This design comes from an exercise in tuning for small area and a short achievable clock period on the open sky130 flow, not from production work.
RTL that was checked went through simulation tests only; none was proved equivalent to the original.
Only the layout flow was run in runs 1 to 7; the RTL was not checked for function there.
Power is estimated from default activity; no workload was simulated.

<file path="flow/config.mk">
export PLATFORM = sky130hd
export DESIGN_NAME = bist
export DESIGN_NICKNAME = bist
export VERILOG_FILES = /design/flow/design.v
export SDC_FILE = /design/flow/constraint.sdc
export NUM_CORES = 4
export LEC_CHECK = 0
export CAP_MARGIN = 20
export CORE_MARGIN = 2
export CORE_UTILIZATION = 60
export CTS_CLUSTER_DIAMETER = 70
export CTS_CLUSTER_SIZE = 30
export SETUP_SLACK_MARGIN = 3.0
export SLEW_MARGIN = 20
</file>
<file path="flow/constraint.sdc">
create_clock -name core_clock -period 6.0 [get_ports {clk}]
set_input_delay 1.2000 -clock core_clock [delete_from_list [all_inputs] [get_ports {clk}]]
set_output_delay 1.2000 -clock core_clock [all_outputs]
set_load 0.01 [all_outputs]
</file>
<file path="flow/design.v">
`timescale 1ns/1ps
module bist #(
    parameter size   = 6,
    parameter length = 8
)(
    input  logic                 clk,
    input  logic                 rst,
    input  logic                 start,
    input  logic                 csin,
    input  logic                 rwbarin,
    input  logic                 opr,
    input  logic [size-1:0]      address,
    input  logic [length-1:0]    datain,
    output logic [length-1:0]    dataout,
    output logic                 fail
);
    logic       NbarT;
    logic [6:0] q;
    logic       cout;
    logic       pat;        
    always_ff @(posedge clk or posedge rst) begin
        if (rst)
            NbarT <= 1'b0;
        else if (NbarT)
            NbarT <= ~cout;
        else
            NbarT <= start;
    end
    always_ff @(posedge clk) begin
        if (!NbarT) begin
            q    <= 7'd0;
            cout <= 1'b0;
        end else begin
            q    <= q + 7'd1;
            cout <= (q == 7'd127);
        end
    end
    wire q_zero = (q == 7'd0);
    always_ff @(posedge clk or posedge rst) begin
        if (rst)
            pat <= 1'b0;
        else if (NbarT && q_zero)
            pat <= 1'b1;
    end
    wire [7:0] P = {pat, 1'b0, pat, 1'b0, pat, 1'b0, pat, 1'b0};
    wire [5:0] a  = NbarT ? q[5:0] : address;
    wire       we = NbarT ? ~q[6]  : ~rwbarin;
    wire [7:0] wd = NbarT ? P      : datain;
    logic       pw;
    logic [5:0] pa;
    logic [7:0] pd;
    always_ff @(posedge clk) begin
        pw <= we;
        pa <= a;
        pd <= wd;
    end
    logic [7:0] mem [64];
    for (genvar r = 0; r < 64; r++) begin : g_word
        always_ff @(posedge clk) begin
            if (pw && pa == r[5:0])
                mem[r] <= pd;
        end
    end
    logic [15:0] lsel;
    always_comb begin
        for (int l = 0; l < 16; l++)
            lsel[l] = (a[3:0] == l[3:0]);
    end
    wire lhit = pw && (pa[3:0] == a[3:0]);
    logic [7:0] cand [4];
    logic [1:0] hsel;
    for (genvar j = 0; j < 4; j++) begin : g_cand
        logic [7:0] rd;
        always_comb begin
            rd = 8'd0;
            for (int l = 0; l < 16; l++)
                rd = rd | (mem[j*16 + l] & {8{lsel[l]}});
        end
        always_ff @(posedge clk) begin
            if (we)
                cand[j] <= wd;
            else if (lhit && pa[5:4] == j[1:0])
                cand[j] <= pd;
            else
                cand[j] <= rd;
        end
    end
    always_ff @(posedge clk) begin
        hsel <= a[5:4];
    end
    assign dataout = cand[hsel];
    always_ff @(posedge clk or posedge rst) begin
        if (rst)
            fail <= 1'b0;
        else if (NbarT && q_zero)
            fail <= 1'b0;
        else if (NbarT && opr && q[6] && (dataout != P))
            fail <= 1'b1;
    end
endmodule
</file>
<file path="flow/run.sh">
#!/bin/bash
# synth_recipe.tcl (not shown) runs the flow's synth.tcl, then flattens the netlist and writes it again
# the make line also repeats each setting of config.mk as NAME=value (left out here)
make -C /OpenROAD-flow-scripts/flow DESIGN_CONFIG=/design/flow/config.mk WORK_HOME=/design/flow/orfs CLKGATE_MAP_FILE= SYNTH_SCRIPT=/design/flow/synth_recipe.tcl finish
</file>
==> reports/qor.txt, run 1 <==
Number of antenna cells inserted - 0
Layout cell share with drive strength beyond 1 - 16.0%
Die height - 198 µm
Synthesis-to-finish area growth - 12.9%
Leakage dissipation - 0.00815 µW
Clock tree from TritonCTS - done
Top cells by instance count after synthesis - 512 x edfxtp_1, 109 x nor2_1, 83 x o21ai_0
Total track usage - 37.4%
Peak Freq - 0.329 GHz
Layout fillers - 2518
PortBufs - 27
Largest net degree at the start of global routing - 69
Fin. Hold Viols - 0
GRT Residual Overflow - 0
Worst setup path endpoint - dataout[5]
Start of the worst register-to-register path - NbarT$_DFF_PP0_
Family with the most delay on the worst path - multiplexers
R2r setup slk - 3.06 ns
Result of the run - no timing/DRC/antenna violations
Buffer and inverter count on the worst path - 2
Vias in the first global route - 14322
Placer Congestion - 0.932
Post-CTS clock slew at the launch and capture registers of the worst setup and hold paths - 0.11 ns
Global-route wire length before repair - 102000 µm
Setup Skew - 0.0330 ns
Layout Cell Area excl Fill - 25400 µm²
Data required time at the worst endpoint - 4.80 ns
Top cell type by total area after synthesis - edfxtp_1
VDD IR max - 0.000308 V
Count of flip-flops with a built-in enable after synthesis - 512
CTS max path bufs - 3
Worst min path class - flip-flop to flip-flop
Arrival time at the worst endpoint - 1.84 ns
Top_reg_cell synth - edfxtp_1
Number of design rule violations left after detail routing - 0
Number of top-level pins - 29
Cell Chain, Critical Path - buf_6 > mux4_2 > buf_6
CP Max Fanout - 4
Number of synthesized register bits - 570
Total negative setup slack - 0 ns
Clock net sink count - 570
Category of the worst setup path launch point - flip-flop
Via count - 15157
Horizontal die dimension - 198 µm
Placeable core area - 36800 µm²
Synthesized Nets - 1554
Post-DRT Antenna Nets - 0
Total of warnings raised by yosys - 3
Number of rows created at floorplan - 70
Vias per Instance - 7.29
Most instantiated library cell after synthesis - edfxtp_1
Highest-delay cell along the critical path - mux4_2
Path type of the worst setup path - flip-flop to output pin
Minimum hold slack - 0.408 ns
Time the final worst path needs with I/O delays and setup - 3.04 ns
Total number of H-tree levels - 2
R2r endpoint - cand[1][1]$_DFF_P_
Drt first-iter violations - 2490
Synthesized area - 22500 µm²
Total clock buffers created by CTS - 35
Power density normalized to cell area - 446 nW/µm²
Leading cell types by total area after synthesis - edfxtp_1 68%, dfxtp_1 4.9%, a22oi_1 2.2%
Standard cell area after detailed placement - 23400 µm²
Logic depth of the worst setup path including buffers - 3
Final setup fails - 0
Synth async-reset ratio - 0.526%
Later-pin clock latency in the skew report - 0.59 ns
Detailed Routing Iterations Pass 1 - 7
Period utilization - 50.7%
Overall die area - 39100 µm²
Detail-routed net length per standard cell - 34.6 µm
Number of standard cells after synthesis - 1532
Category of the worst setup path capture point - output pin
Mean Syn Cell Area - 14.7 µm²
Max Transition Viols Final - 0
Slew HR - 22.3%
Count of max-cap constraint violations - 0
CTS Root Cell - clkbuf_16
Initial antenna violation count - 1
Setup repair after global routing missed its margin - yes
Final WL - 71800 µm
Cts-stage hold buffer count - 0
Crit path largest cell delay - 0.58 ns
Initial core utilization - 61.3%
Number of unique standard cell types used by synthesis - 76
Cells on worst reg2reg path - 8
Crit path top cell by count - buf_6
Sequential element share of the synthesized area - 73.5%
Actual slew at the worst max-slew pin - 1.16 ns
Worst setup path startpoint - hsel[1]$_DFF_P_
Post-layout nets - 1607
Total half-perimeter wirelength after legalization and detailed placement - 42000 µm
Yosys top cell area share - 68.2%
[cells by family (layout without fill, tap and decap cells)]
| family | Yosys count | after routing | synth area share [%] |
|---|---|---|---|
| xor gates and xnor gates | 9 | 9 | 0.350 |
| muxes | 51 | 51 | 2.92 |
| buffers and inverters | 129 | 204 | 2.58 |
| and+or+nand+nor | 366 | 369 | 7.83 |
| AOI/OAI and AO/OA | 405 | 405 | 12.8 |
| DFF | 570 | 570 | 73.5 |
| adders and majority gates | 2 | 2 | 0.111 |
[sequential cells by signal, summed over array words and instances (netlist names)]
register	count
pa	5
hsel	1
cout	1
fail	1
mem	512
pd	8
pw	1
q	7
pat	1
cand	32
NbarT	1
[worst reg2reg max path, stage by stage (launching register included)]
cell	delay, ns
dfrtp_1	0.40
buf_12	0.19
and3b_1	0.38
or2_4	0.37
buf_12	0.20
a22o_1	0.32
a222oi_1	0.52
and4_1	0.29
o21ai_1	0.14
[worst min path at each step]
stage                          startpoint              end  slack, ns  cells past startpoint
after detailed placement  cout$_SDFF_PN0_  NbarT$_DFF_PP0_       0.40                      1
final                     cout$_SDFF_PN0_  NbarT$_DFF_PP0_       0.41                      1
after CTS                 cout$_SDFF_PN0_  NbarT$_DFF_PP0_       0.41                      1
after floorplan           cout$_SDFF_PN0_  NbarT$_DFF_PP0_       0.38                      1
after global routing      cout$_SDFF_PN0_  NbarT$_DFF_PP0_       0.43                      1
after global placement    cout$_SDFF_PN0_  NbarT$_DFF_PP0_       0.39                      1
[area by class of cell]
type / count / area (µm²) / share of cell area [%]
Inverter: 18 / 92.6 / 0.364
Sequential cell: 570 / 16600 / 65.1
Timing Repair Buffer: 124 / 1290 / 5.07
Tap cell: 468 / 586 / 2.30
Clock inverter: 26 / 367 / 1.44
Clock buffer: 36 / 880 / 3.46
Multi-Input combinational cell: 836 / 5660 / 22.3
[layout by cell type, fill, tap and decap left out, drive strengths merged, types with 5 or more instances in the layout]
| cell type | instances |
|---|---|
| edfxtp | 512 |
| nor2 | 110 |
| buf | 105 |
| o21ai | 90 |
| nand2 | 81 |
| a22oi | 65 |
| nand3 | 64 |
| a21oi | 59 |
| dfxtp | 55 |
| clkbuf | 38 |
| inv | 31 |
| a222oi | 27 |
| mux2i | 27 |
| o22ai | 25 |
| nor3 | 23 |
| a221oi | 22 |
| a32oi | 20 |
| a22o | 17 |
| o221ai | 17 |
| clkdlybuf4s50 | 15 |
| mux2 | 15 |
| a32o | 12 |
| nand4 | 11 |
| and2 | 11 |
| nor2b | 11 |
| nor4 | 10 |
| or2 | 10 |
| clkinv | 10 |
| mux4 | 9 |
| a31oi | 9 |
| nand3b | 9 |
| nand2b | 6 |
| a211oi | 6 |
| xor2 | 5 |
[power by group]
group          leakage (µW)  total [µW]  switching (µW)  internal [µW]
combinational       0.00246        3870            2540           1330
sequential          0.00508        4750             157           4590
clock              0.000607        2740            1470           1260
[routing by layer]
layer,share of wire [%],track usage [%],vias up
li1,-,-,6223
met1,38,54.1,7555
met2,43,54.1,1160
met3,13,9.28,219
met4,5.1,17.3,0
met5,0,0,-
[what timing repair did]
item,4_1_cts,5_1_grt
resized for setup,116,27
endpoints found under the hold margin,0,0
buffers inserted,29,9
cloned,5,1
pin swaps,8,6
endpoints found under the setup margin,40,27
[metrics by stage]
stage / instances / worst slack, ns / total power (µW) / utilization (%)
2_1_floorplan: 1532 / 3.00 / 6680 / -
3_3_place_gp: 1972 / 1.43 / 8010 / 63.6
3_5_place_dp: 1972 / 1.40 / 8040 / 63.6
4_1_cts: 2068 / 2.95 / 11100 / 68.5
5_1_grt: 2078 / 2.94 / 11600 / 69.2
6_report: 2078 / 2.96 / 11400 / 69.2
==> run 2: changes to the inputs <==
--- a/flow/config.mk
+++ b/flow/config.mk
@@ -9,6 +9,6 @@
 export CORE_MARGIN = 2
 export CORE_UTILIZATION = 60
-export CTS_CLUSTER_DIAMETER = 70
-export CTS_CLUSTER_SIZE = 30
+export CTS_CLUSTER_DIAMETER = 120
+export CTS_CLUSTER_SIZE = 24
 export SETUP_SLACK_MARGIN = 3.0
 export SLEW_MARGIN = 20
==> run 2 against run 1 <==
  * Largest cell class unchanged
  * Sequential share of layout area rose by 1.6 points
  * Synthesized cell count unchanged
  * Combinational power decreased by 3%
  * Flip-flop and latch count stayed put
  * Utilization shrank 1.7 points
  * Clock skew down 0.0037 ns
==> reports/qor.txt, run 2 <==
Via count - 14997
Highest-delay cell along the critical path - mux4_2
Fin. Hold Viols - 0
Global-route wire length before repair - 101000 µm
Result of the run - no timing/DRC/antenna violations
Final setup fails - 0
Crit path largest cell delay - 0.59 ns
Clock net sink count - 570
Arrival time at the worst endpoint - 1.87 ns
Total track usage - 37.1%
Number of design rule violations left after detail routing - 0
Total of warnings raised by yosys - 3
Peak Freq - 0.326 GHz
Die height - 198 µm
Category of the worst setup path capture point - output pin
Category of the worst setup path launch point - flip-flop
Number of flip-flops in the largest register - 512
Period utilization - 51.2%
Post-DRT Antenna Nets - 0
Count of flip-flops with a built-in enable after synthesis - 512
Leading cell types in the layout, fill and taps excluded - 512 x edfxtp_1, 99 x nor2_1, 82 x o21ai_0
Sequential element share of the synthesized area - 73.5%
Synth async-reset ratio - 0.526%
VDD IR max - 0.000296 V
Setup Skew - 0.0293 ns
Worst slack, placed - 1.40 ns
Leading cell type in the layout, fill and taps excluded - edfxtp_1
Total clock buffers created by CTS - 27
Leakage dissipation - 0.00785 µW
Post-layout nets - 1591
Synthesized area - 22500 µm²
Top cells by instance count after synthesis - 512 x edfxtp_1, 109 x nor2_1, 83 x o21ai_0
Detail-routed net length per standard cell - 34.9 µm
Cell Chain, Critical Path - buf_6 > mux4_2 > buf_6
Number of unique standard cell types used by synthesis - 76
Post-route worst setup slack - 2.93 ns
Time the final worst path needs with I/O delays and setup - 3.07 ns
Worst min path class - flip-flop to flip-flop
Horizontal die dimension - 198 µm
Register bank with the most flops - mem
Leading cell types by total area after synthesis - edfxtp_1 68%, dfxtp_1 4.9%, a22oi_1 2.2%
Most instantiated library cell after synthesis - edfxtp_1
Number of standard cells after synthesis - 1532
Registers with the most flip-flops - mem (512), cand (32), pd (8)
Later-pin clock latency in the skew report - 0.62 ns
Total half-perimeter wirelength after legalization and detailed placement - 42000 µm
Max Transition Viols Final - 0
Number of rows created at floorplan - 70
Largest net degree at the start of global routing - 69
Total power after layout - 10600 µW
Layout cell share with drive strength beyond 1 - 13.3%
Top cell type by total area after synthesis - edfxtp_1
Detailed Routing Iterations Pass 1 - 6
Total number of H-tree levels - 1
Number of antenna cells inserted - 0
Clock tree from TritonCTS - done
Power density normalized to cell area - 426 nW/µm²
Actual slew at the worst max-slew pin - 1.20 ns
CTS Root Cell - clkbuf_16
Overall die area - 39100 µm²
Placer Congestion - 0.932
Drt first-iter violations - 2472
Number of synthesized register bits - 570
Crit path top cell by count - buf_6
Mean Syn Cell Area - 14.7 µm²
CP Max Fanout - 5
GRT Residual Overflow - 0
Slew HR - 19.7%
Initial antenna violation count - 2
Path type of the worst setup path - flip-flop to output pin
Top_reg_cell synth - edfxtp_1
Vias per Instance - 7.29
Minimum hold slack - 0.407 ns
Count of max-cap constraint violations - 0
Layout fillers - 2577
Synthesized Nets - 1554
Final WL - 71800 µm
Total negative setup slack - 0 ns
Vias in the first global route - 14152
Setup repair after global routing missed its margin - yes
Synthesis-to-finish area growth - 10.2%
Data required time at the worst endpoint - 4.80 ns
CTS max path bufs - 3
Number of top-level pins - 29
Yosys top cell area share - 68.2%
PortBufs - 27
Placeable core area - 36800 µm²
Post-CTS clock slew at the launch and capture registers of the worst setup and hold paths - 0.10 ns
Initial core utilization - 61.3%
Core utilization of the finished layout - 67.5%
==> run 2: cell families (layout without fill, tap and decap cells) <==
| group | after synthesis | count (layout) | share of synthesized area (%) |
|---|---|---|---|
| DFF | 570 | 570 | 73.5 |
| xor gates and xnor gates | 9 | 9 | 0.350 |
| AOI/OAI and AO/OA | 405 | 405 | 12.8 |
| and+or+nand+nor | 366 | 369 | 7.83 |
| muxes | 51 | 51 | 2.92 |
| buffers and inverters | 129 | 184 | 2.58 |
| adders and majority gates | 2 | 2 | 0.111 |
==> run 2: layout make-up <==
class / count / area [µm²] / area share, %
clock buffer: 48 / 754 / 3.04
clock inverter: 2 / 17.5 / 0.0706
inverter: 18 / 85.1 / 0.343
multi-input combinational: 836 / 5610 / 22.6
sequential: 570 / 16600 / 66.8
tap: 468 / 586 / 2.36
timing repair buffer: 116 / 1200 / 4.83
==> run 2: timing repair <==
item	CTS	global route
setup buffers	22	7
setup endpoints to repair	40	24
resized for setup	109	23
pin swaps	6	4
hold buffers	0	0
gates cloned	5	2
==> run 2: per-stage QoR <==
stage | cell area (µm²) | std cells
final | 24800 | 2058
after global routing | 24800 | 2058
after CTS | 24600 | 2049
after detailed placement | 23400 | 1972
after global placement | 23400 | 1972
after floorplan | 22500 | 1532
==> run 2: worst max-delay path, delay by kind of cell, from the launching register on <==
kind,cells,cell delay [ns]
buffers and inverters,2,0.28
multiplexers,1,0.59
flip-flops,1,0.40
==> run 2: path summary, 6_finish.rpt <==
| path | to | cells after the start | slack, ns | start |
|---|---|---|---|---|
| max reg2reg | cand[3][1]$_DFF_P_ | 9 | 3.05 | NbarT$_DFF_PP0_ |
| min reg2reg | NbarT$_DFF_PP0_ | 1 | 0.41 | cout$_SDFF_PN0_ |
| min | NbarT$_DFF_PP0_ | 1 | 0.41 | cout$_SDFF_PN0_ |
| max | dataout[5] | 3 | 2.93 | hsel[1]$_DFF_P_ |
| min in group asynchronous | NbarT$_DFF_PP0_ | 2 | 0.76 | rst |
| max in group asynchronous | NbarT$_DFF_PP0_ | 2 | 5.09 | rst |
==> run 2: per-layer routing <==
metal	global-route usage, %	up-vias	wire, µm
met3	8.98	221	9900
met1	54.6	7430	27400
met5	0	-	8
li1	-	6174	-
met4	15.0	2	3600
met2	53.7	1170	30900
==> run 2: where the power goes <==
part / internal, µW / switching, µW
logic: 1250 / 2510
clock network: 863 / 1210
registers: 4590 / 159
total: 6700 / 3880
==> run 3: changes to the inputs <==
--- a/flow/config.mk
+++ b/flow/config.mk
@@ -6,5 +6,5 @@
 export NUM_CORES = 4
 export LEC_CHECK = 0
-export CAP_MARGIN = 20
+export CAP_MARGIN = 5
 export CORE_MARGIN = 2
 export CORE_UTILIZATION = 60
@@ -12,3 +12,3 @@
 export CTS_CLUSTER_SIZE = 24
 export SETUP_SLACK_MARGIN = 3.0
-export SLEW_MARGIN = 20
+export SLEW_MARGIN = 5
==> run 3 against run 2 <==
  * Largest cell class unchanged
  * Cell count about the same
  * First-iteration DRC count shrank 3.8%
  * Critical path type unchanged
  * Global-route usage barely moved
==> reports/qor.txt, run 3 <==
Count of max-cap constraint violations - 0
VDD IR max - 0.000274 V
Power density normalized to cell area - 426 nW/µm²
Largest net degree at the start of global routing - 69
Crit path largest cell delay - 0.58 ns
Crit path top cell by count - buf_6
Setup Skew - 0.0337 ns
Final WL - 71600 µm
Global-route wire length before repair - 101000 µm
Top layer used by detailed routing - met4
Number of flip-flops in the largest register - 512
Final setup fails - 0
Leading cell types by total area after synthesis - edfxtp_1 68%, dfxtp_1 4.9%, a22oi_1 2.2%
Synthesized area - 22500 µm²
Mean Syn Cell Area - 14.7 µm²
Most instantiated library cell after synthesis - edfxtp_1
Category of the worst setup path launch point - flip-flop
Final cell count without fillers - 2059
Leakage dissipation - 0.00784 µW
Leading cell types in the layout, fill and taps excluded - 512 x edfxtp_1, 103 x nor2_1, 82 x o21ai_0
Post-layout nets - 1591
Registers with the most flip-flops - mem (512), cand (32), pd (8)
Vias per Instance - 7.27
Synthesis-to-finish area growth - 10.1%
Total power after layout - 10600 µW
Time the final worst path needs with I/O delays and setup - 3.07 ns
Number of design rule violations left after detail routing - 0
Actual slew at the worst max-slew pin - 1.16 ns
Peak Freq - 0.326 GHz
Drt first-iter violations - 2378
Clock net sink count - 570
Total half-perimeter wirelength after legalization and detailed placement - 42000 µm
Core utilization of the finished layout - 67.4%
Result of the run - no timing/DRC/antenna violations
GRT Residual Overflow - 0
Top cell type by total area after synthesis - edfxtp_1
Total track usage - 37.1%
CTS Root Cell - clkbuf_16
Total number of H-tree levels - 1
Yosys top cell area share - 68.2%
Placed Cells incl. Taps - 1972
Placeable core area - 36800 µm²
CTS max path bufs - 3
Horizontal die dimension - 198 µm
Routed length on met2 - 31300 µm
Top_reg_cell synth - edfxtp_1
Routed length on met3 - 9850 µm
Detailed Routing Iterations Pass 1 - 6
Data required time at the worst endpoint - 4.80 ns
Total negative setup slack - 0 ns
PortBufs - 27
Detail-routed net length per standard cell - 34.8 µm
Count of flip-flops with a built-in enable after synthesis - 512
Number of top-level pins - 29
Via count - 14974
Arrival time at the worst endpoint - 1.87 ns
Met1 Wirelength - 27200 µm
Post-CTS clock slew at the launch and capture registers of the worst setup and hold paths - 0.10 ns
Placer Congestion - 0.932
Synth async-reset ratio - 0.526%
Worst min path class - flip-flop to flip-flop
Initial antenna violation count - 3
Register bank with the most flops - mem
Category of the worst setup path capture point - output pin
CP Max Fanout - 5
Later-pin clock latency in the skew report - 0.61 ns
Period utilization - 51.2%
Setup repair after global routing missed its margin - yes
Post-DRT Antenna Nets - 0
Max Transition Viols Final - 0
Highest-delay cell along the critical path - mux4_2
Total of warnings raised by yosys - 3
Cell Chain, Critical Path - buf_6 > mux4_2 > buf_6
Number of standard cells after synthesis - 1532
Number of unique standard cell types used by synthesis - 76
Total clock buffers created by CTS - 27
Path type of the worst setup path - flip-flop to output pin
Overall die area - 39100 µm²
Number of synthesized register bits - 570
Synthesized Nets - 1554
Number of rows created at floorplan - 70
Sequential element share of the synthesized area - 73.5%
R2r setup slk - 3.06 ns
Clock tree from TritonCTS - done
Layout cell share with drive strength beyond 1 - 13.3%
Slew HR - 22.4%
Top cells by instance count after synthesis - 512 x edfxtp_1, 109 x nor2_1, 83 x o21ai_0
Fin. Hold Viols - 0
Leading cell type in the layout, fill and taps excluded - edfxtp_1
Initial core utilization - 61.3%
Die height - 198 µm
Vias in the first global route - 14197
run 3: where the power goes:
group / total (µW) / leakage (µW) / switching, µW / internal, µW
combinational: 3750 / 0.00239 / 2500 / 1240
sequential: 4750 / 0.00508 / 158 / 4590
clock: 2070 / 0.000366 / 1200 / 863
run 3: worst paths after layout:
path | start | to | cells past startpoint
max reg2reg | NbarT$_DFF_PP0_ | cand[1][1]$_DFF_P_ | 8
max in group asynchronous | rst | NbarT$_DFF_PP0_ | 2
min reg2reg | cout$_SDFF_PN0_ | NbarT$_DFF_PP0_ | 1
min in group asynchronous | rst | NbarT$_DFF_PP0_ | 2
min | cout$_SDFF_PN0_ | NbarT$_DFF_PP0_ | 1
max | hsel[1]$_DFF_P_ | dataout[3] | 3
run 3: cell type report:
cell class                      count  area, µm²
Clock buffer                       48        754
Antenna cell                        1       2.50
Inverter                           18       83.8
Multi-Input combinational cell    836       5610
Fill cell                        2574      12000
Tap cell                          468        586
Clock inverter                      2       17.5
Sequential cell                   570      16600
Timing Repair Buffer              116       1180
run 3: worst max-delay path: cells and delay by family (launching register included):
kind | cells | cell delay, ns
mux | 1 | 0.58
buf+inv | 2 | 0.29
flops | 1 | 0.41
run 3: logic make-up (layout without fill, tap and decap cells):
kind of cell,Yosys count,count (layout),share of synthesized area (%)
flip-flops,570,570,73.5
AO/OA/AOI/OAI,405,405,12.8
AND/OR/NAND/NOR,366,369,7.83
buffers and inverters,129,184,2.58
multiplexers,51,51,2.92
XOR/XNOR,9,9,0.350
adder cells (fa/ha/maj),2,2,0.111
other,0,1,0
run 3: routing by layer:
layer / GRT usage [%] / vias up
met5: 0.383 / -
met4: 15.7 / 0
met3: 8.57 / 200
met2: 53.9 / 1186
met1: 54.5 / 7429
li1: - / 6159
run 3: timing repair:
action,CTS,global route
pin swaps,7,5
hold buffers,0,0
endpoints found under the setup margin,40,26
gates resized for setup,108,24
buffers inserted,27,3
gates cloned,5,1
run 3: per-stage QoR:
stage | setup slack, ns | hold WS [ns] | area (µm²)
CTS | 2.94 | 0.411 | 24700
global placement | 1.43 | 0.389 | 23400
global route | 2.88 | 0.431 | 24800
floorplan | 3.00 | 0.384 | 22500
finish | 2.93 | 0.406 | 24800
detailed placement | 1.40 | 0.398 | 23400
==> run 4: changes to the inputs <==
==> flow/config.mk (replaced) <==
export PLATFORM = sky130hd
export DESIGN_NAME = bist
export DESIGN_NICKNAME = bist
export VERILOG_FILES = /design/flow/design.v
export SDC_FILE = /design/flow/constraint.sdc
export NUM_CORES = 4
export LEC_CHECK = 0
export CAP_MARGIN = 20
export CORE_MARGIN = 2
export CORE_UTILIZATION = 60
export CTS_BUF_LIST = sky130_fd_sc_hd__clkbuf_4 sky130_fd_sc_hd__clkbuf_8
export SETUP_SLACK_MARGIN = 3.3
export SLEW_MARGIN = 20
==> run 4 against run 3 <==
  * Area after synthesis unchanged
  * Largest cell class unchanged
  * Critical path depth unchanged
  * Combinational power increased by 26%
  * Design area increased by 10%
  * Clock power rose by 54%
  * Critical endpoint unchanged
  * Still clean
  * Clock skew is 0.0052 ns higher
==> reports/qor.txt, run 4 <==
Post-DRT Antenna Nets - 0
CTS max path bufs - 3
Layout fillers - 2387
Later-pin clock latency in the skew report - 0.68 ns
Max Transition Viols Final - 0
Peak Freq - 0.316 GHz
Number of antenna cells inserted - 0
Setup Skew - 0.0389 ns
Number of standard cells after synthesis - 1532
Leakage dissipation - 0.00904 µW
Worst min path class - flip-flop to flip-flop
Category of the worst setup path capture point - output pin
Detail-routed net length per standard cell - 34.5 µm
Clock net sink count - 570
Die height - 198 µm
Largest net degree at the start of global routing - 69
CTS Root Cell - clkbuf_8
Fin. Hold Viols - 0
Vias per Instance - 7.17
Synthesized Nets - 1554
Total number of H-tree levels - 3
R2r setup slk - 3.13 ns
Post-CTS clock slew at the launch and capture registers of the worst setup and hold paths - 0.06 ns
Core utilization of the finished layout - 74.2%
PortBufs - 27
Total track usage - 38.9%
Number of design rule violations left after detail routing - 0
Initial antenna violation count - 0
Layout cell share with drive strength beyond 1 - 28.6%
Drt first-iter violations - 2666
Most instantiated library cell after synthesis - edfxtp_1
Total negative setup slack - 0 ns
CP Max Fanout - 6
Total clock buffers created by CTS - 89
GRT Residual Overflow - 0
Actual slew at the worst max-slew pin - 1.10 ns
Arrival time at the worst endpoint - 1.96 ns
Clock tree from TritonCTS - done
Period utilization - 52.7%
Category of the worst setup path launch point - flip-flop
Vias in the first global route - 14989
Final setup fails - 0
Sequential element share of the synthesized area - 73.5%
Power density normalized to cell area - 464 nW/µm²
Setup repair after global routing missed its margin - yes
Leading cell types in the layout, fill and taps excluded - 512 x edfxtp_1, 113 x buf_4, 96 x clkbuf_8
Total of warnings raised by yosys - 3
Top cell type by total area after synthesis - edfxtp_1
Number of unique standard cell types used by synthesis - 76
Top cells by instance count after synthesis - 512 x edfxtp_1, 109 x nor2_1, 83 x o21ai_0
Number of rows created at floorplan - 70
Leading cell type in the layout, fill and taps excluded - edfxtp_1
Post-layout nets - 1741
Synthesis-to-finish area growth - 21.2%
Result of the run - no timing/DRC/antenna violations
Placer Congestion - 0.918
Placeable core area - 36800 µm²
Number of top-level pins - 29
Slew HR - 26.6%
Number of flip-flops in the largest register - 512
Synthesized area - 22500 µm²
Initial core utilization - 61.3%
Data required time at the worst endpoint - 4.80 ns
Final WL - 77900 µm
Detailed Routing Iterations Pass 1 - 7
VDD IR max - 0.000263 V
Mean Syn Cell Area - 14.7 µm²
Yosys top cell area share - 68.2%
Overall die area - 39100 µm²
Top_reg_cell synth - edfxtp_1
Global-route wire length before repair - 106000 µm
Registers with the most flip-flops - mem (512), cand (32), pd (8)
Total half-perimeter wirelength after legalization and detailed placement - 42100 µm
Synth async-reset ratio - 0.526%
Count of flip-flops with a built-in enable after synthesis - 512
Register bank with the most flops - mem
Leading cell types by total area after synthesis - edfxtp_1 68%, dfxtp_1 4.9%, a22oi_1 2.2%
Time the final worst path needs with I/O delays and setup - 3.16 ns
Count of max-cap constraint violations - 0
Number of synthesized register bits - 570
Horizontal die dimension - 198 µm
Via count - 16176
Path type of the worst setup path - flip-flop to output pin
Cts-stage hold buffer count - 0
==> run 4: cell counts after synthesis <==
Identical to the previous run, type by type.
==> run 4: area by class of cell <==
cell class / instances / area [µm²] / area share [%]
clock inverter: 30 / 135 / 0.495
clock buffer: 130 / 1570 / 5.75
timing repair buffer: 204 / 2270 / 8.30
tap: 468 / 586 / 2.14
sequential: 570 / 16600 / 60.7
multi-input combinational: 836 / 6080 / 22.3
inverter: 18 / 93.8 / 0.344
==> run 4: kinds of logic after synthesis <==
family | share of synthesized area (%)
DFF | 73.5
AOI/OAI and AO/OA | 12.8
and+or+nand+nor | 7.83
buffers and inverters | 2.58
muxes | 2.92
xor gates and xnor gates | 0.350
adders and majority gates | 0.111
==> run 4: per-layer routing <==
layer / global-route usage (%) / vias up / wire length (µm)
met4: 18.2 / 0 / 3820
li1: - / 6519 / -
met1: 54.4 / 7971 / 27900
met5: 0 / - / 0
met2: 56.8 / 1431 / 33800
met3: 11.5 / 255 / 12300
==> run 4: power breakdown <==
group / switching [µW] / internal (µW)
clock network: 1510 / 1670
logic: 2910 / 1830
registers: 154 / 4600
total: 4570 / 8100
==> run 4: final timing paths <==
kind,from,end,cells after the start
max in group asynchronous,rst,NbarT$_DFF_PP0_,2
worst min register to register,cout$_SDFF_PN0_,NbarT$_DFF_PP0_,1
worst min-delay path,cout$_SDFF_PN0_,NbarT$_DFF_PP0_,1
worst max register to register,NbarT$_DFF_PP0_,cand[2][1]$_DFF_P_,12
worst max-delay path,hsel[1]$_DFF_P_,dataout[3],3
min in group asynchronous,rst,fail$_DFFE_PP0P_,2
==> run 4: timing repair <==
action                                  CTS  global route
endpoints found under the setup margin  326           143
buffers inserted                         51            57
resized for setup                       190           114
cloned                                    6             9
pin swaps                                19            52
==> run 4: stage by stage <==
| step | instance area [µm²] | setup slack [ns] | std cells | hold WS (ns) | power, µW |
|---|---|---|---|---|---|
| floorplan | 22700 | 3.12 | 1532 | 0.384 | 6760 |
| detailed placement | 23400 | 1.48 | 1971 | 0.406 | 8060 |
| global placement | 23400 | 1.45 | 1971 | 0.394 | 8020 |
| finish | 27300 | 2.84 | 2256 | 0.411 | 12700 |
| CTS | 26100 | 2.87 | 2188 | 0.416 | 11800 |
| global route | 27300 | 2.85 | 2256 | 0.453 | 12900 |
==> run 4: critical path, cell delays in order (launching register included) <==
cell and delay (ns):
dfxtp_4 0.39, buf_12 0.13, mux4_2 0.60, buf_6 0.17
==> run 5: changes to the inputs <==
--- a/flow/design.v
+++ b/flow/design.v
@@ -47,17 +47,9 @@
     wire       we = NbarT ? ~q[6]  : ~rwbarin;
     wire [7:0] wd = NbarT ? P      : datain;
-    logic       pw;
-    logic [5:0] pa;
-    logic [7:0] pd;
-    always_ff @(posedge clk) begin
-        pw <= we;
-        pa <= a;
-        pd <= wd;
-    end
     logic [7:0] mem [64];
     for (genvar r = 0; r < 64; r++) begin : g_word
         always_ff @(posedge clk) begin
-            if (pw && pa == r[5:0])
-                mem[r] <= pd;
+            if (we && a == r[5:0])
+                mem[r] <= wd;
         end
     end
@@ -67,5 +59,4 @@
             lsel[l] = (a[3:0] == l[3:0]);
     end
-    wire lhit = pw && (pa[3:0] == a[3:0]);
     logic [7:0] cand [4];
     logic [1:0] hsel;
@@ -78,10 +69,5 @@
         end
         always_ff @(posedge clk) begin
-            if (we)
-                cand[j] <= wd;
-            else if (lhit && pa[5:4] == j[1:0])
-                cand[j] <= pd;
-            else
-                cand[j] <= rd;
+            cand[j] <= we ? wd : rd;
         end
     end
--- a/flow/config.mk
+++ b/flow/config.mk
@@ -9,5 +9,6 @@
 export CORE_MARGIN = 2
 export CORE_UTILIZATION = 60
-export CTS_BUF_LIST = sky130_fd_sc_hd__clkbuf_4 sky130_fd_sc_hd__clkbuf_8
-export SETUP_SLACK_MARGIN = 3.3
+export CTS_CLUSTER_DIAMETER = 120
+export CTS_CLUSTER_SIZE = 24
+export SETUP_SLACK_MARGIN = 3.0
 export SLEW_MARGIN = 20
==> run 5 against run 4 <==
  * Combinational power decreased by 5.1%
  * Critical path depth increased by 2
  * Clock skew decreased by 0.010 ns
  * Setup slack improved by 0.078 ns
  * Area after synthesis decreased by 3.0%
  * Highest routed layer unchanged
  * Fmax increased by 2.5%
  * Critical endpoint is now mem[47][6]$_DFFE_PP_
  * Routed wire length decreased by 12%
  * Non-clock buffer count decreased by 98
==> reports/qor.txt, run 5 <==
Synthesized Nets - 1461
VDD IR max - 0.000296 V
Synthesized area - 21900 µm²
Top cells by instance count after synthesis - 512 x edfxtp_1, 109 x nor2_1, 89 x a22oi_1
Worst Hold Endpoint - NbarT$_DFF_PP0_
Peak Freq - 0.324 GHz
Clock tree from TritonCTS - done
Multi-input gate area in the final layout - 5770 µm²
Leakage dissipation - 0.00763 µW
Beginning of the worst hold path - cout$_SDFF_PN0_
Top cell type by total area after synthesis - edfxtp_1
Leading cell types by total area after synthesis - edfxtp_1 70%, dfxtp_1 3.8%, a22oi_1 3.1%
Cts-stage hold buffer count - 0
Setup Skew - 0.0288 ns
GRT Residual Overflow - 0
Family with the most delay on the worst path - simple AND/OR/NAND/NOR gates
Number of cells on the worst hold path - 1
Start of the worst register-to-register path - q[1]$_SDFF_PN0_
Data required time at the worst endpoint - 6.24 ns
PortBufs - 27
Number of synthesized register bits - 557
Buffer and inverter count on the worst path - 1
Period utilization - 51.4%
Count of flip-flops with a built-in enable after synthesis - 512
Layout fillers - 2495
Number of design rule violations left after detail routing - 0
Registers with the most flip-flops - mem (512), cand (32), q (7)
Cell Chain, Critical Path - clkdlybuf4s15_2 > nand3b_4 > nand2_1 > nand2_1 > nor2_4
Global-route wire length before repair - 96600 µm
Logic depth of the worst setup path including buffers - 5
Total of warnings raised by yosys - 3
Largest net degree at the start of global routing - 66
Synth async-reset ratio - 0.539%
Mean Syn Cell Area - 15.2 µm²
Layout cell share with drive strength beyond 1 - 17.5%
Sequential Area - 16300 µm²
Actual slew at the worst max-slew pin - 1.06 ns
Slew HR - 29.3%
Crit path top cell by count - nand2_1
Later-pin clock latency in the skew report - 0.58 ns
R2r endpoint - mem[47][6]$_DFFE_PP_
Via count - 14330
Placeable core area - 35700 µm²
Leading cell type in the layout, fill and taps excluded - edfxtp_1
CTS Root Cell - clkbuf_16
Max Transition Viols Final - 0
Horizontal die dimension - 195 µm
Power density normalized to cell area - 468 nW/µm²
Post-DRT Antenna Nets - 0
Final setup fails - 0
Detailed Routing Iterations Pass 1 - 7
Drt first-iter violations - 2239
Crit path largest cell delay - 0.50 ns
CP Max Fanout - 11
Most instantiated library cell after synthesis - edfxtp_1
Overall die area - 38000 µm²
Vias in the first global route - 13315
Synthesis-to-finish area growth - 12.3%
Final WL - 68300 µm
Die height - 195 µm
Fin. Hold Viols - 0
Count of max-cap constraint violations - 0
Register bank with the most flops - mem
Highest-delay cell along the critical path - nand2_1
Total number of H-tree levels - 1
Post-CTS clock slew at the launch and capture registers of the worst setup and hold paths - 0.10 ns
Category of the worst setup path capture point - flip-flop
Path type of the worst setup path - input pin to flip-flop
Number of flip-flops in the largest register - 512
Initial antenna violation count - 0
Arrival time at the worst endpoint - 3.32 ns
CTS max path bufs - 3
Number of standard cells after synthesis - 1439
Total negative setup slack - 0 ns
Placer Congestion - 1.01
Cells on worst reg2reg path - 4
Result of the run - no timing/DRC/antenna violations
Yosys top cell area share - 70.3%
Category of the worst setup path launch point - input pin
Sequential element share of the synthesized area - 74.5%
Number of top-level pins - 29
Worst min path class - flip-flop to flip-flop
Number of rows created at floorplan - 69
Total half-perimeter wirelength after legalization and detailed placement - 40900 µm
Clock net sink count - 557
Top_reg_cell synth - edfxtp_1
Vias per Instance - 7.30
Detail-routed net length per standard cell - 34.8 µm
Final cell count without fillers - 1963
Post-layout nets - 1503
Placed Cells incl. Taps - 1875
Total clock buffers created by CTS - 27
Time the final worst path needs with I/O delays and setup - 3.08 ns
Number of unique standard cell types used by synthesis - 74
R2r setup slk - 2.92 ns
Initial core utilization - 61.1%
Total track usage - 36.1%
Setup repair after global routing missed its margin - yes
Leading cell types in the layout, fill and taps excluded - 512 x edfxtp_1, 89 x a22oi_1, 83 x nand3_1
==> run 5: cell count changes in the layout (fill, tap and decap cells not counted), sizes merged, moves of 14 or more <==
| cell | previous run | this run |
|---|---|---|
| a222oi | 27 | 13 |
| mux2 | 16 | 2 |
| o21ai | 90 | 24 |
| buf | 175 | 87 |
| clkbuf | 141 | 50 |
| a32oi | 20 | 2 |
| clkinv | 30 | 0 |
| a21oi | 59 | 87 |
| nand2 | 81 | 65 |
| nand3 | 64 | 83 |
| a22oi | 65 | 89 |
==> run 5: power by group <==
| part | switching, µW | internal (µW) |
|---|---|---|
| Combinational | 3120 | 1370 |
| Clock | 1180 | 867 |
| Sequential | 213 | 4740 |
| Total | 4510 | 6980 |
==> run 5: metal layers <==
metal  vias up  wire (µm)  track usage, %
li1       5830          -               -
met1      7196      26000            53.1
met2      1095      29900            53.3
met3       209       9050            8.36
met4         0       3300            13.7
met5         -          0           0.255
==> run 5: kinds of logic after synthesis <==
logic type | count (synthesis) | synth area share (%)
DFF | 557 | 74.5
AOI/OAI and AO/OA | 377 | 12.5
and+or+nand+nor | 346 | 7.55
buffers and inverters | 108 | 2.64
muxes | 44 | 2.48
xor gates and xnor gates | 5 | 0.200
adders and majority gates | 2 | 0.114
==> run 5: worst max-delay path by stage <==
stage | start | endpoint | slack [ns]
after floorplan | NbarT$_DFF_PP0_ | mem[0][2]$_DFFE_PP_ | 2.68
after global placement | address[2] | mem[25][3]$_DFFE_PP_ | 1.40
after detailed placement | address[2] | mem[25][2]$_DFFE_PP_ | 1.38
after CTS | NbarT$_DFF_PP0_ | mem[17][6]$_DFFE_PP_ | 2.84
after global routing | rwbarin | mem[17][6]$_DFFE_PP_ | 2.92
final | address[1] | mem[47][6]$_DFFE_PP_ | 2.92
==> run 5: area by class of cell <==
type,instances,share of cell area [%]
Inverter,12,0.183
Clock buffer,48,3.07
Clock inverter,1,0.0815
Timing Repair Buffer,106,4.40
Antenna cell,1,0.0102
Multi-Input combinational cell,777,23.5
Sequential cell,557,66.4
Tap cell,461,2.35
==> run 5: what timing repair did <==
action,4_1_cts,5_1_grt
gates resized for setup,190,28
endpoints found under the setup margin,552,502
pin swaps,8,6
setup buffers,22,12
cloned,4,0
==> run 5: stage by stage <==
step	hold WS, ns	utilization [%]	total power [µW]	area (µm²)	setup WS, ns
finish	0.404	68.7	11500	24600	2.92
global route	0.435	68.7	11800	24600	2.92
CTS	0.403	68.0	11200	24300	2.84
detailed placement	0.389	63.5	8800	22700	1.38
global placement	0.387	63.5	8770	22700	1.40
floorplan	0.386	-	7230	21900	2.68
==> run 6: changes to the inputs <==
--- a/flow/design.v
+++ b/flow/design.v
@@ -1,3 +1,17 @@
 `timescale 1ns/1ps
+module ao8 (
+    input  logic [7:0] s,
+    input  logic [7:0] d,
+    output logic       y
+);
+    assign y = |(s & d);
+endmodule
+module ao4 (
+    input  logic [3:0] s,
+    input  logic [3:0] d,
+    output logic       y
+);
+    assign y = |(s & d);
+endmodule
 module bist #(
     parameter size   = 6,
@@ -60,11 +74,16 @@
     end
     logic [7:0] cand [4];
-    logic [1:0] hsel;
+    logic [3:0] hsel;
     for (genvar j = 0; j < 4; j++) begin : g_cand
         logic [7:0] rd;
-        always_comb begin
-            rd = 8'd0;
-            for (int l = 0; l < 16; l++)
-                rd = rd | (mem[j*16 + l] & {8{lsel[l]}});
+        for (genvar b = 0; b < 8; b++) begin : g_bit
+            logic [15:0] col;
+            logic [1:0]  half;
+            for (genvar l = 0; l < 16; l++) begin : g_col
+                assign col[l] = mem[j*16 + l][b];
+            end
+            ao8 u_lo (.s(lsel[7:0]),  .d(col[7:0]),  .y(half[0]));
+            ao8 u_hi (.s(lsel[15:8]), .d(col[15:8]), .y(half[1]));
+            assign rd[b] = half[0] | half[1];
         end
         always_ff @(posedge clk) begin
@@ -73,7 +92,11 @@
     end
     always_ff @(posedge clk) begin
-        hsel <= a[5:4];
+        for (int j = 0; j < 4; j++)
+            hsel[j] <= (a[5:4] == j[1:0]);
     end
-    assign dataout = cand[hsel];
+    for (genvar b = 0; b < 8; b++) begin : g_out
+        ao4 u_out (.s(hsel), .d({cand[3][b], cand[2][b], cand[1][b], cand[0][b]}),
+                   .y(dataout[b]));
+    end
     always_ff @(posedge clk or posedge rst) begin
         if (rst)
--- a/flow/config.mk
+++ b/flow/config.mk
@@ -13,2 +13,3 @@
 export SETUP_SLACK_MARGIN = 3.0
 export SLEW_MARGIN = 20
+export SYNTH_HIERARCHICAL = 1
==> run 6 against run 5 <==
  * Critical path type unchanged
  * First-iteration DRC count down 37%
  * Still clean
  * Highest routed layer unchanged
  * Flip-flop and latch count up 2
  * Die area down 5.9%
  * Synthesized cell count down 17%
  * Via count down 15%
  * Largest power group unchanged
  * Fmax up 6.1%
  * Clock power about the same
  * Sequential power down 7.7%
  * Clock skew down 0.0077 ns
==> reports/qor.txt, run 6 <==
Clock share of power - 22.8%
Horizontal die dimension - 189 µm
Synthesis-to-finish area growth - 14.9%
Registers with the most flip-flops - mem (512), cand (32), q (7)
Number of synthesized register bits - 559
Total internal power - 6090 µW
Actual slew at the worst max-slew pin - 1.12 ns
Core utilization of the finished layout - 70.2%
Total number of H-tree levels - 1
CTS Root Cell - clkbuf_16
R2r setup slk - 3.11 ns
Switching fraction of total power - 31.3%
Top cell type by total area after synthesis - edfxtp_1
Cells on worst reg2reg path - 11
Sequential element share of the synthesized area - 79.5%
Worst Hold Endpoint - NbarT$_DFF_PP0_
Leading cell types by total area after synthesis - edfxtp_1 75%, a22oi_1 9.9%, dfxtp_1 4.3%
Final setup fails - 0
Number of unique standard cell types used by synthesis - 46
Number of rows created at floorplan - 67
Detailed Routing Iterations Pass 1 - 6
Beginning of the worst hold path - cout$_SDFF_PN0_
Worst setup path startpoint - address[2]
Result of the run - no timing/DRC/antenna violations
Initial core utilization - 61.1%
Power density normalized to cell area - 375 nW/µm²
Leakage dissipation - 0.00725 µW
Vias in the first global route - 11835
Cts-stage hold buffer count - 0
Number of design rule violations left after detail routing - 0
Clock tree from TritonCTS - done
Overall die area - 35700 µm²
Register bank with the most flops - mem
Setup Skew - 0.0212 ns
Mean Syn Cell Area - 17.2 µm²
Setup repair after global routing missed its margin - yes
Vias per Instance - 6.73
Total negative setup slack - 0 ns
Path type of the worst setup path - input pin to flip-flop
Later-pin clock latency in the skew report - 0.58 ns
Drt first-iter violations - 1400
Top cells by instance count after synthesis - 512 x edfxtp_1, 272 x a22oi_1, 65 x nand4_1
Top_reg_cell synth - edfxtp_1
Arrival time at the worst endpoint - 3.43 ns
Synth async-reset ratio - 0.537%
Worst min path class - flip-flop to flip-flop
Placer Congestion - 0.860
Clock net sink count - 559
Start of the worst register-to-register path - NbarT$_DFF_PP0_
Detail-routed net length per standard cell - 28.4 µm
Time the final worst path needs with I/O delays and setup - 2.90 ns
Peak Freq - 0.344 GHz
Leading cell type in the layout, fill and taps excluded - edfxtp_1
Final WL - 51400 µm
Met3 global-route usage - 3.43%
Placeable core area - 33600 µm²
Total power after layout - 8860 µW
Number of top-level pins - 29
Layout fillers - 2213
Layout cell share with drive strength beyond 1 - 17.8%
Max Transition Viols Final - 0
PortBufs - 27
CTS max path bufs - 3
Leading cell types in the layout, fill and taps excluded - 512 x edfxtp_1, 262 x a22oi_1, 104 x buf_4
VDD IR max - 0.000328 V
Net switching component of the power - 2770 µW
Most crowded layer after global routing - met2
Category of the worst setup path capture point - flip-flop
Sequential Area - 16300 µm²
Crit path largest cell delay - 0.87 ns
Post-layout nets - 1363
Highest-delay cell along the critical path - nor2_2
Initial antenna violation count - 0
R2r endpoint - cand[1][4]$_DFF_P_
Most instantiated library cell after synthesis - edfxtp_1
Multi-input gate area in the final layout - 4550 µm²
Number of antenna cells inserted - 0
Number of standard cells after synthesis - 1193
Category of the worst setup path launch point - input pin
Data required time at the worst endpoint - 6.53 ns
Combinational share of power - 25.7%
GRT Residual Overflow - 0
Die height - 189 µm
Via count - 12189
Routing usage on met2 - 48.0%
Count of max-cap constraint violations - 0
Yosys top cell area share - 74.9%
Number of cells on the worst hold path - 1
Global-route wire length before repair - 76500 µm
Cell Chain, Critical Path - dlygate4sd2_1 > nor3b_2 > nor2_1 > buf_6 > nor2_2 > a22oi_1 > nand4_1 > o31a_1
Total of warnings raised by yosys - 9
Fin. Hold Viols - 0
Largest net degree at the start of global routing - 65
Period utilization - 48.4%
Post-DRT Antenna Nets - 0
Total track usage - 29.3%
GRT met1 Usage - 42.4%
Slew HR - 25.0%
Synthesized Nets - 1215
Total clock buffers created by CTS - 27
Total half-perimeter wirelength after legalization and detailed placement - 31000 µm
Number of flip-flops in the largest register - 512
Count of flip-flops with a built-in enable after synthesis - 512
Synthesized area - 20500 µm²
CP Max Fanout - 16
Post-CTS clock slew at the launch and capture registers of the worst setup and hold paths - 0.10 ns
Seq pwr share - 51.6%
run 6: power groups by stage:
stage	clock, µW	combinational, µW	sequential, µW
after floorplan	0	1050	4610
after global placement	0	1820	4640
after detailed placement	0	1850	4640
after CTS	2040	2210	4560
after global routing	2180	2390	4590
final	2020	2270	4570
run 6: through the flow:
stage | setup slack, ns | cell area (µm²) | cells | hold slack (ns)
after CTS | 2.86 | 23500 | 1804 | 0.419
after global routing | 2.98 | 23600 | 1810 | 0.442
final | 3.10 | 23600 | 1810 | 0.415
after global placement | 1.62 | 21900 | 1707 | 0.400
after detailed placement | 1.50 | 22000 | 1708 | 0.412
after floorplan | 2.89 | 20600 | 1193 | 0.384
run 6: cells by family (layout without fill, tap and decap cells):
group                    count (synthesis)  count (layout)  share of synthesized area (%)
XOR/XNOR                                 3               3                          0.128
AND/OR/NAND/NOR                        221             227                           6.24
AO/OA/AOI/OAI                          360             360                           12.8
flip-flops                             559             559                           79.5
adder cells (fa/ha/maj)                  2               2                          0.122
multiplexers                             1               1                         0.0488
buffers and inverters                   47             210                           1.10
run 6: routing by layer:
metal | wire (µm) | vias up | part of all wire, %
met3 | 3780 | 89 | 7.4
met4 | 1500 | 0 | 2.9
met2 | 25400 | 538 | 49
met1 | 20700 | 6217 | 40
met5 | 0 | - | 0
li1 | - | 5345 | -
run 6: Yosys stat by module, one instance, submodules excluded:
| module | copies in the design | flip-flops and latches | area, µm² |
|---|---|---|---|
| bist | 1 | 559 | 18100 |
| ao8 | 64 | 0 | 36.3 |
| ao4 | 8 | 0 | 18.8 |
run 6: worst max-delay path: cells and delay by family:
family                 cells  cell delay [ns]
AND/OR/NAND/NOR            4             1.42
buffers and inverters      2             0.44
AO/OA/AOI/OAI              2             0.35
run 6: area by class of cell:
cell class,count,area share (%)
sequential,559,69.3
multi-input combinational,593,19.3
timing repair buffer,148,5.53
clock buffer,48,3.20
tap,448,2.38
inverter,12,0.191
clock inverter,2,0.122
run 6: what timing repair did:
item	in CTS	in global routing
setup buffers	38	5
endpoints found under the hold margin	0	0
pin swaps	33	7
setup endpoints to repair	283	85
cloned	8	0
gates resized for setup	84	13
run 6: worst max path at each step:
stage,to,slack [ns],cells after the start
6_report,cand[1][7]$_DFF_P_,3.10,8
4_1_cts,dataout[1],2.86,3
3_5_place_dp,cand[3][2]$_DFF_P_,1.50,9
5_1_grt,cand[2][6]$_DFF_P_,2.98,11
3_3_place_gp,cand[3][6]$_DFF_P_,1.62,9
2_1_floorplan,mem[54][0]$_DFFE_PP_,2.89,5
==> run 7: changes to the inputs <==
--- a/flow/config.mk
+++ b/flow/config.mk
@@ -11,5 +11,5 @@
 export CTS_CLUSTER_DIAMETER = 120
 export CTS_CLUSTER_SIZE = 24
-export SETUP_SLACK_MARGIN = 3.0
+export SETUP_SLACK_MARGIN = 3.3
 export SLEW_MARGIN = 20
 export SYNTH_HIERARCHICAL = 1
==> run 7 against run 6 <==
  * Still clean on timing, DRC and antenna
  * Combinational power rose by 22%
  * Worst hold slack improved by 0.041 ns
  * Non-clock buffer count rose by 69
  * Setup slack improved by 0.014 ns
==> reports/qor.txt, run 7 <==
Global-route wire length before repair - 79600 µm
Placeable core area - 33600 µm²
CP Max Fanout - 8
Post-layout nets - 1442
Clock net sink count - 559
Max Transition Viols Final - 0
Total track usage - 30.7%
Number of standard cells after synthesis - 1193
Fin. Hold Viols - 0
Synthesis-to-finish area growth - 22.0%
Power density normalized to cell area - 375 nW/µm²
Detailed Routing Iterations Pass 1 - 6
Post-CTS clock slew at the launch and capture registers of the worst setup and hold paths - 0.10 ns
Top_reg_cell synth - edfxtp_1
Total of warnings raised by yosys - 9
Number of antenna cells inserted - 0
Via count - 12776
Setup repair after global routing missed its margin - yes
Clock tree from TritonCTS - done
Sequential Area - 16300 µm²
Initial antenna violation count - 1
Number of flip-flops in the largest register - 512
Count of max-cap constraint violations - 0
Final setup fails - 0
Slew HR - 27.7%
Peak Freq - 0.346 GHz
Layout cell share with drive strength beyond 1 - 26.1%
Period utilization - 48.2%
Synthesized Nets - 1215
Top cells by instance count after synthesis - 512 x edfxtp_1, 272 x a22oi_1, 65 x nand4_1
VDD IR max - 0.000318 V
Later-pin clock latency in the skew report - 0.60 ns
Number of rows created at floorplan - 67
Mean Syn Cell Area - 17.2 µm²
Leading cell type in the layout, fill and taps excluded - edfxtp_1
Registers with the most flip-flops - mem (512), cand (32), q (7)
Path type of the worst setup path - flip-flop to flip-flop
Post-DRT Antenna Nets - 0
Sequential element share of the synthesized area - 79.5%
PortBufs - 27
Leading cell types by total area after synthesis - edfxtp_1 75%, a22oi_1 9.9%, dfxtp_1 4.3%
Initial core utilization - 61.1%
Worst min path class - flip-flop to flip-flop
CTS Root Cell - clkbuf_16
Total power after layout - 9390 µW
Post-route worst setup slack - 3.11 ns
Die height - 189 µm
Setup Skew - 0.0328 ns
Total negative setup slack - 0 ns
Yosys top cell area share - 74.9%
Synthesized area - 20500 µm²
Number of design rule violations left after detail routing - 0
Drt first-iter violations - 1397
Layout fillers - 1980
Count of flip-flops with a built-in enable after synthesis - 512
Top cell type by total area after synthesis - edfxtp_1
Category of the worst setup path capture point - flip-flop
Number of synthesized register bits - 559
Vias in the first global route - 12241
Data required time at the worst endpoint - 6.45 ns
Leading cell types in the layout, fill and taps excluded - 512 x edfxtp_1, 247 x a22oi_1, 135 x buf_4
Detail-routed net length per standard cell - 29.7 µm
Worst slack, placed - 1.53 ns
Overall die area - 35700 µm²
Total clock buffers created by CTS - 27
Horizontal die dimension - 189 µm
Final WL - 56100 µm
Result of the run - no timing/DRC/antenna violations
Total half-perimeter wirelength after legalization and detailed placement - 30100 µm
Minimum hold slack - 0.457 ns
Vias per Instance - 6.76
Leakage dissipation - 0.00775 µW
GRT Residual Overflow - 0
Synth async-reset ratio - 0.537%
Number of top-level pins - 29
CTS max path bufs - 3
Time the final worst path needs with I/O delays and setup - 2.89 ns
Arrival time at the worst endpoint - 3.34 ns
Multi-input gate area in the final layout - 5060 µm²
Placer Congestion - 0.887
Register bank with the most flops - mem
Number of unique standard cell types used by synthesis - 46
Category of the worst setup path launch point - flip-flop
Largest net degree at the start of global routing - 65
Actual slew at the worst max-slew pin - 1.08 ns
Most instantiated library cell after synthesis - edfxtp_1
Total number of H-tree levels - 1
-- run 7: cell counts after synthesis --
No cell type changed its count.
-- run 7: Yosys stat by module (local to each module, per instance) --
module	times used	flip-flops and latches
bist	1	559
ao8	64	0
ao4	8	0
-- run 7: what timing repair did --
action	in CTS	in global routing
hold buffers	0	0
setup endpoints to repair	601	292
pin swaps	70	42
cloned	14	2
buffers inserted	107	35
gates resized for setup	144	34
-- run 7: final timing paths --
check / from / endpoint / slack, ns / cells past startpoint
setup / recovery: hsel[0]$_DFF_P_ / fail$_DFFE_PP0P_ / 3.11 / 14
hold / removal: cout$_SDFF_PN0_ / NbarT$_DFF_PP0_ / 0.46 / 1
setup reg to reg: hsel[0]$_DFF_P_ / fail$_DFFE_PP0P_ / 3.11 / 14
hold reg to reg: cout$_SDFF_PN0_ / NbarT$_DFF_PP0_ / 0.46 / 1
max in group asynchronous: rst / NbarT$_DFF_PP0_ / 5.00 / 2
min in group asynchronous: rst / fail$_DFFE_PP0P_ / 0.83 / 2
-- run 7: report_power, final --
part / total, µW / switching [µW] / internal (µW)
clock network: 2020 / 1150 / 868
registers: 4580 / 111 / 4470
logic: 2780 / 1730 / 1050
total: 9390 / 2990 / 6390
-- run 7: kinds of logic after synthesis --
family	share of synthesized area, %
flip-flops	79.5
AO/OA/AOI/OAI	12.8
AND/OR/NAND/NOR	6.24
buffers and inverters	1.10
XOR/XNOR	0.128
adder cells (fa/ha/maj)	0.122
multiplexers	0.0488
-- run 7: metal layers --
metal  wire length, µm  global-route usage, %  vias up
met1             22700                   45.4     6508
li1                  -                      -     5511
met3              4760                   4.13      129
met2             26400                   48.1      626
met4              2280                   10.2        2
met5                11                      0        -
-- run 7: cell type report --
class                      instances  share of cell area, %
clock inverter                     2                  0.115
clock buffer                      48                   3.01
multi-input combinational        603                   20.2
tap                              448                   2.24
sequential                       559                   65.3
inverter                          12                  0.180
timing repair buffer             217                   8.99
-- run 7: through the flow --
step / std cells / util, % / area, µm²
6_report: 1889 / 74.5 / 25000
5_1_grt: 1889 / 74.5 / 25000
4_1_cts: 1852 / 72.9 / 24500
3_5_place_dp: 1681 / 65.7 / 22100
3_3_place_gp: 1681 / 65.7 / 22100
2_1_floorplan: 1193 / - / 20900
-- run 7: worst max-delay path: stages (launching register included) --
cell and delay [ns]:
dfxtp_4 0.41, a22oi_2 0.33, nand2_1 0.14, buf_4 0.16, buf_4 0.12, buf_4 0.12, buf_4 0.12, buf_4 0.12
buf_4 0.12, buf_4 0.12, buf_4 0.12, buf_4 0.13, or4_1 0.39, mux2i_1 0.24, a31oi_1 0.11
==> run 8: changes to the inputs <==
--- a/flow/design.v
+++ b/flow/design.v
@@ -61,9 +61,17 @@
     wire       we = NbarT ? ~q[6]  : ~rwbarin;
     wire [7:0] wd = NbarT ? P      : datain;
+    logic       pw;
+    logic [5:0] pa;
+    logic [7:0] pd;
+    always_ff @(posedge clk) begin
+        pw <= we;
+        pa <= a;
+        pd <= wd;
+    end
     logic [7:0] mem [64];
     for (genvar r = 0; r < 64; r++) begin : g_word
         always_ff @(posedge clk) begin
-            if (we && a == r[5:0])
-                mem[r] <= wd;
+            if (pw && pa == r[5:0])
+                mem[r] <= pd;
         end
     end
@@ -73,4 +81,5 @@
             lsel[l] = (a[3:0] == l[3:0]);
     end
+    wire lhit = pw && (pa[3:0] == a[3:0]);
     logic [7:0] cand [4];
     logic [3:0] hsel;
@@ -88,5 +97,10 @@
         end
         always_ff @(posedge clk) begin
-            cand[j] <= we ? wd : rd;
+            if (we)
+                cand[j] <= wd;
+            else if (lhit && pa[5:4] == j[1:0])
+                cand[j] <= pd;
+            else
+                cand[j] <= rd;
         end
     end
--- a/flow/config.mk
+++ b/flow/config.mk
@@ -11,5 +11,5 @@
 export CTS_CLUSTER_DIAMETER = 120
 export CTS_CLUSTER_SIZE = 24
-export SETUP_SLACK_MARGIN = 3.3
+export SETUP_SLACK_MARGIN = 3.0
 export SLEW_MARGIN = 20
 export SYNTH_HIERARCHICAL = 1
==> run 8 against run 7 <==
  * Clock power hardly changed
  * Global-route usage is 0.95 points lower
  * Flip-flop and latch count is 15 higher
  * Synthesized cell count is 6.6% higher
  * Routed wire length is 2.8% lower
  * Critical endpoint is now cand[2][0]$_DFF_P_
==> reports/qor.txt, run 8 <==
Number of rows created at floorplan - 68
Number of flip-flops in the largest register - 512
Setup Skew - 0.0300 ns
Crit path top cell by count - buf_4
Cell Chain, Critical Path - dlygate4sd2_1 > mux2i_4 > buf_4 > buf_4 > xnor2_1 > or3_2 > o31a_1 > o31ai_1
Arrival time at the worst endpoint - 3.43 ns
Register bank with the most flops - mem
Total track usage - 29.7%
Count of flip-flops with a built-in enable after synthesis - 512
Total power after layout - 11200 µW
Registers with the most flip-flops - mem (512), cand (32), pd (8)
Buffer and inverter count on the worst path - 3
Sequential element share of the synthesized area - 78.8%
Minimum hold slack - 0.413 ns
VDD IR max - 0.000331 V
Leading cell types in the layout, fill and taps excluded - 512 x edfxtp_1, 266 x a22oi_1, 83 x nor2_1
Most instantiated library cell after synthesis - edfxtp_1
Initial antenna violation count - 0
Basic-gate share of the synthesized area counting and, or, nand and nor cells - 6.83%
Time the final worst path needs with I/O delays and setup - 2.94 ns
Horizontal die dimension - 192 µm
Period utilization - 49.0%
Slew HR - 38.4%
Total clock buffers created by CTS - 27
Total of warnings raised by yosys - 9
Synthesis-to-finish area growth - 12.5%
Die height - 192 µm
Total negative setup slack - 0 ns
Total number of H-tree levels - 1
Layout cell share with drive strength beyond 1 - 12.7%
Share of the synthesized area in compound gates (AO/OA/AOI/OAI) - 12.3%
Actual slew at the worst max-slew pin - 0.920 ns
Fin. Hold Viols - 0
Number of synthesized register bits - 574
Total half-perimeter wirelength after legalization and detailed placement - 31200 µm
Post-DRT Antenna Nets - 0
Drt first-iter violations - 1519
Data required time at the worst endpoint - 6.49 ns
Peak Freq - 0.340 GHz
Setup repair after global routing missed its margin - no
Final setup fails - 0
Category of the worst setup path capture point - flip-flop
Share of the synthesized netlist area taken by xor and xnor gates - 0.373%
Number of antenna cells inserted - 0
Top cell type by total area after synthesis - edfxtp_1
Yosys top cell area share - 72.8%
Top cells by instance count after synthesis - 512 x edfxtp_1, 272 x a22oi_1, 104 x nor2_1
Number of standard cells after synthesis - 1272
CTS max path bufs - 3
Placeable core area - 34600 µm²
Layout fillers - 2317
Power density normalized to cell area - 470 nW/µm²
Max Transition Viols Final - 0
Top_reg_cell synth - edfxtp_1
Post-CTS clock slew at the launch and capture registers of the worst setup and hold paths - 0.10 ns
Synthesized-area fraction occupied by adder cells - 0.119%
Highest-delay cell along the critical path - or3_2
Placer Congestion - 0.893
Final WL - 54500 µm
Number of unique standard cell types used by synthesis - 40
Vias in the first global route - 12026
PortBufs - 27
Leading cell type in the layout, fill and taps excluded - edfxtp_1
Global-route wire length before repair - 78200 µm
CP Max Fanout - 6
Synthesized Nets - 1294
Count of max-cap constraint violations - 0
Path type of the worst setup path - input pin to flip-flop
Detail-routed net length per standard cell - 29.4 µm
Result of the run - no timing/DRC/antenna violations
Synth async-reset ratio - 0.523%
Family with the most delay on the worst path - buffers and inverters
Detailed Routing Iterations Pass 1 - 6
Leading cell types by total area after synthesis - edfxtp_1 73%, a22oi_1 9.7%, dfxtp_1 5.6%
Vias per Instance - 6.71
Overall die area - 36700 µm²
Clock net sink count - 574
Largest net degree at the start of global routing - 69
Clock tree from TritonCTS - done
Share of cell area taken by muxes after synthesis - 0.604%
Number of top-level pins - 29
Number of design rule violations left after detail routing - 0
Via count - 12449
Category of the worst setup path launch point - input pin
Synthesized area - 21100 µm²
Worst min path class - flip-flop to flip-flop
Mean Syn Cell Area - 16.6 µm²
CTS Root Cell - clkbuf_16
GRT Residual Overflow - 0
Later-pin clock latency in the skew report - 0.58 ns
Initial core utilization - 61.0%
Dominant combinational cell family by area after synthesis - compound AO/OA/AOI/OAI gates
Leakage dissipation - 0.00732 µW
Post-layout nets - 1402
Crit path largest cell delay - 0.62 ns
[run 8: changes by cell type in the layout (fill, tap and decap cells not counted), sizes merged, moves of 15 or more]
cell / previous run / this run
nor2: 58 / 113
a311oi: 0 / 16
o31ai: 0 / 32
dfxtp: 44 / 59
o21ai: 38 / 5
nor3: 29 / 2
buf: 202 / 75
nand2: 15 / 35
[run 8: worst paths after layout]
check | start | to | slack [ns] | cells past startpoint
worst min register to register | cout$_SDFF_PN0_ | NbarT$_DFF_PP0_ | 0.41 | 1
worst max-delay path | address[1] | cand[2][0]$_DFF_P_ | 3.06 | 8
max in group asynchronous | rst | NbarT$_DFF_PP0_ | 5.05 | 2
worst min-delay path | cout$_SDFF_PN0_ | NbarT$_DFF_PP0_ | 0.41 | 1
worst max register to register | NbarT$_DFF_PP0_ | cand[2][0]$_DFF_P_ | 3.11 | 8
min in group asynchronous | rst | pat$_DFFE_PP0P_ | 0.79 | 2
[run 8: area by class of cell]
class	instances	area [µm²]	area share, %
multi-input cells	661	4660	19.6
flip-flops and latches	574	16700	70.1
clock buffers	49	768	3.23
inverters	14	52.6	0.221
repair buffers	102	1060	4.46
well taps	455	569	2.40
[run 8: timing repair]
| action | CTS | global route |
|---|---|---|
| hold buffers | 0 | 0 |
| pin swaps | 33 | 6 |
| cloned | 9 | 3 |
| hold endpoints to repair | 0 | 0 |
| resized for setup | 64 | 21 |
| setup endpoints to repair | 40 | 33 |
| buffers inserted | 52 | 1 |
[run 8: Yosys stat by module (local to each module, per instance)]
| module | flip-flops and latches | copies in the design |
|---|---|---|
| bist | 574 | 1 |
| ao4 | 0 | 8 |
| ao8 | 0 | 64 |
[run 8: report_power, final]
part           total, µW  switching [µW]  internal, µW  leakage [µW]
combinational       3910            2660          1250       0.00181
clock               2030            1160           870      0.000365
sequential          5230             251          4980       0.00515
total              11200            4080          7100       0.00732
[run 8: routing by layer]
layer | vias up | share of wire, % | global-route usage, %
met1 | 6303 | 40 | 42.9
met2 | 562 | 48 | 48.1
met3 | 78 | 8.7 | 4.44
met4 | 0 | 2.7 | 7.99
li1 | 5506 | - | -
met5 | - | 0 | 0
[run 8: kinds of logic after synthesis]
| group | count (synthesis) |
|---|---|
| compound gates | 343 |
| xor+xnor | 9 |
| fa+ha+maj | 2 |
| buf+inv | 49 |
| flops | 574 |
| mux | 9 |
| simple gates | 286 |
[run 8: through the flow]
| stage | instance area, µm² | utilization (%) | setup WS (ns) | std cells |
|---|---|---|---|---|
| floorplan | 21200 | - | 3.01 | 1272 |
| global placement | 22100 | 63.7 | 1.57 | 1741 |
| detailed placement | 22100 | 63.7 | 1.57 | 1741 |
| CTS | 23700 | 68.3 | 2.97 | 1851 |
| global route | 23800 | 68.6 | 3.02 | 1855 |
| finish | 23800 | 68.6 | 3.06 | 1855 |

separate check: timing with driven ports:
The results above use ideal ports. As a check the final layouts listed here were re-extracted and re-timed, cells and wires unchanged. Step 1: set_driving_cell puts a clkbuf_16 on clk and a buf_2 on each other input, an assumption about the parent block. Step 2 times the ports against the registers' clock, not the clock port: input delays grow and output delays shrink by t, the midpoint of the rising clock arrivals with the driver on. Slacks: ideal / step 1 / step 2; pairs: ideal / step 1.
run | t, ns | slack for setup (ns) | worst setup path after step 2
run 1 | 0.627 | 2.958 / 2.902 / 2.416 | input to register
run 2 | 0.663 | 2.928 / 2.867 / 2.369 | input to register
run 3 | 0.657 | 2.928 / 2.868 / 2.380 | input to register
run 4 | 0.716 | 2.840 / 2.787 / 2.457 | input to register
run 5 | 0.623 | 2.918 / 2.925 / 2.319 | input to register
run 6 | 0.625 | 3.095 / 3.050 / 2.503 | input to register
run 7 | 0.639 | 3.109 / 3.100 / 2.697 | input to register
run 8 | 0.619 | 3.063 / 3.075 / 2.477 | input to register
After both steps every run listed still meets setup and hold. The setup slack of run 5, which loses most, moves by +0.007 ns with the drivers and by -0.599 ns with both steps.
